Context: an optimization exercise on an open-source flow, tuned for small area, a short achievable clock period and few clock cycles. The choices shown serve that exercise and are no tape-out recipe.
The RTL was checked by simulation tests, not by an equivalence proof against the original design.

// matriz_determ5x5
module matriz_determ5x5 (
	input wire [199:0] matriz_A,
	input clk,
	input start,
	output reg done,
	output reg [31:0] det
);
For scale: about 430 flip-flops, ~240 I/O pins, roughly 70000 um2 of cells after synthesis.
Settings: LEC_CHECK=0, CAP_MARGIN=20, CORE_MARGIN=2, CORE_UTILIZATION=45, PLACE_DENSITY=0.6, SLEW_MARGIN=20, SYNTH_HIERARCHICAL=1; clock period 30.0 ns.
standard.sh (not shown) runs the stock make flow with config.mk's settings and CLKGATE_MAP_FILE= SYNTH_SCRIPT=/design/flow/synth_recipe.tcl, a recipe that flattens the netlist after the stock synthesis.
==> flow/flow/run.sh <==
#!/bin/bash
# The standard layout (the standard.sh: ORFS from synthesis to the final
# layout), with one change: the buffers that buffer_ports puts on every input
# and output port are sky130_fd_sc_hd__buf_2 cells instead of the delay-buffer
# cells it picks by default.
set -e
cp standard.sh standard_copy.sh.txt
export BUFFER_PORTS_ARGS="-buffer_cell sky130_fd_sc_hd__buf_2"
bash standard.sh > standard.log 2>&1
Testbench counts at the start, summed over its fixed seeds: cycles 3,456.
Change:
--- a/flow/design.v
+++ b/flow/design.v
@@ -11,27 +11,29 @@
 	output reg done,
 	output reg [31:0] det
 );
 	reg [199:0] R;           
 	reg [3:0] cnt;
 	reg v1;                  
 	reg first;               
+	reg first_n;             
 	reg [16:0] k34, k24, k23, k14, k13;
 	reg [8:0] pa_neg, pa_one, pa_two, pb_neg, pb_one, pb_two;
 	reg [26:0] q234a, q234b;
 	wire [199:0] Rrot;
 	genvar r, c;
 	generate
 		for (r = 0; r < 5; r = r + 1) begin : gr
 			for (c = 0; c < 5; c = c + 1) begin : gc
 				assign Rrot[r*40 + c*8 + 7 -: 8] = R[r*40 + ((c + 1) % 5)*8 + 7 -: 8];
 			end
 		end
 	endgenerate
-	wire [31:0] det_in = det & {32{~first}};
+	wire k_first = (cnt == 4'd1);
+	wire [31:0] det_in = det & {32{cnt != 4'd2}};
 	wire [16:0] k34_n;
 	wire [7:0] k34_a = R[151:144];
 	wire [7:0] k34_b = R[159:152];
 	wire [7:0] k34_c = R[191:184];
 	wire [7:0] k34_d = R[199:192];
 	wire [16:0] k24_n;
 	wire [7:0] k24_a = R[143:136];
@@ -45,18 +47,18 @@
 	wire [7:0] k14_d = R[199:192];
 	wire [16:0] m01a_n;
 	wire [7:0] m01a_a = (first ? R[143:136] : R[39:32]);
 	wire [7:0] m01a_b = (first ? R[151:144] : R[7:0]);
 	wire [7:0] m01a_c = (first ? R[183:176] : R[79:72]);
 	wire [7:0] m01a_d = (first ? R[191:184] : R[47:40]);
 	wire [16:0] m01b_n;
-	wire [7:0] m01b_a = (first ? R[135:128] : R[15:8]);
-	wire [7:0] m01b_b = (first ? R[151:144] : R[39:32]);
-	wire [7:0] m01b_c = (first ? R[175:168] : R[55:48]);
-	wire [7:0] m01b_d = (first ? R[191:184] : R[79:72]);
+	wire [7:0] m01b_a = (first_n ? R[15:8] : R[135:128]);
+	wire [7:0] m01b_b = (first_n ? R[39:32] : R[151:144]);
+	wire [7:0] m01b_c = (first_n ? R[55:48] : R[175:168]);
+	wire [7:0] m01b_d = (first_n ? R[79:72] : R[191:184]);
 	wire [7:0] a21 = R[87:80];
 	wire [7:0] a22 = R[95:88];
 	wire [7:0] a23 = R[103:96];
 	wire [7:0] a24 = R[111:104];
 	wire [26:0] q234a_n, q234b_n;
 	wire [3:0] bd_pa21_neg, bd_pa21_one, bd_pa21_two;
 	wire [8:0] bd_pa21_x = {a21[7:0], 1'b0};
@@ -5922,32 +5924,34 @@
 			assign db_two[i] = vs & ((xb[2*i+2] & ~xb[2*i+1] & ~xb[2*i]) | (~xb[2*i+2] & xb[2*i+1] & xb[2*i]));
 		end
 	endgenerate
 	always @(posedge clk) begin
 		R <= (cnt == 4'd0) ? matriz_A : Rrot;
 		k34 <= k34_n;
 		k24 <= k24_n;
-		k23 <= first ? m01a_n : k34;
+		k23 <= k_first ? m01a_n : k34;
 		k14 <= k14_n;
-		k13 <= first ? m01b_n : k24;
+		k13 <= k_first ? m01b_n : k24;
 		pa_neg <= da_neg;
 		pa_one <= da_one;
 		pa_two <= da_two;
 		pb_neg <= db_neg;
 		pb_one <= db_one;
 		pb_two <= db_two;
 		q234a <= q234a_n;
 		q234b <= q234b_n;
 		det <= det_n;
 		if (!start) begin
 			cnt <= 4'd0;
 			v1 <= 1'b0;
 			first <= 1'b0;
+			first_n <= 1'b1;
 			done <= 1'b0;
 		end else begin
 			if (cnt != 4'd8) cnt <= cnt + 4'd1;
 			first <= (cnt == 4'd0);
+			first_n <= (cnt != 4'd0);
 			v1 <= (cnt >= 4'd1) && (cnt <= 4'd5);
 			done <= (cnt >= 4'd7);
 		end
 	end
 endmodule
After rerunning: Design area fell by 0.35%; synthesized area barely changes; worst setup slack improves by 0.53 ns; sequential share of layout area hardly moves; core utilization fell by 0.23 points; routed wire length fell by 3.4%.
Testbench counts after the change, summed over its fixed seeds: cycles 3,456.

afterwards: timing with drivers on the ports:
In the flow no input, the clock included, has a driving cell. The finished layouts below were timed again as built, in two steps.
Step 1: set_driving_cell puts a clkbuf_16 on clk and a buf_2 on each other input, an assumption about the parent block.
Step 2, shift: input delay + t, output delay - t, t = (earliest + latest rising clock arrival at the registers) / 2. This alone moves slack from input paths to output paths.
Three values: no drivers, after step 1, after step 2; two values: the first two.
| run | t (ns) | setup WS [ns] | hold WS [ns] |
|---|---|---|---|
| the first run | 0.762 | 22.182 / 22.182 / 22.182 | 0.452 / 0.452 / 0.452 |
| the second run | 0.754 | 22.713 / 22.700 / 22.713 | 0.450 / 0.450 / 0.450 |
After both steps setup and hold are still met in every run listed.
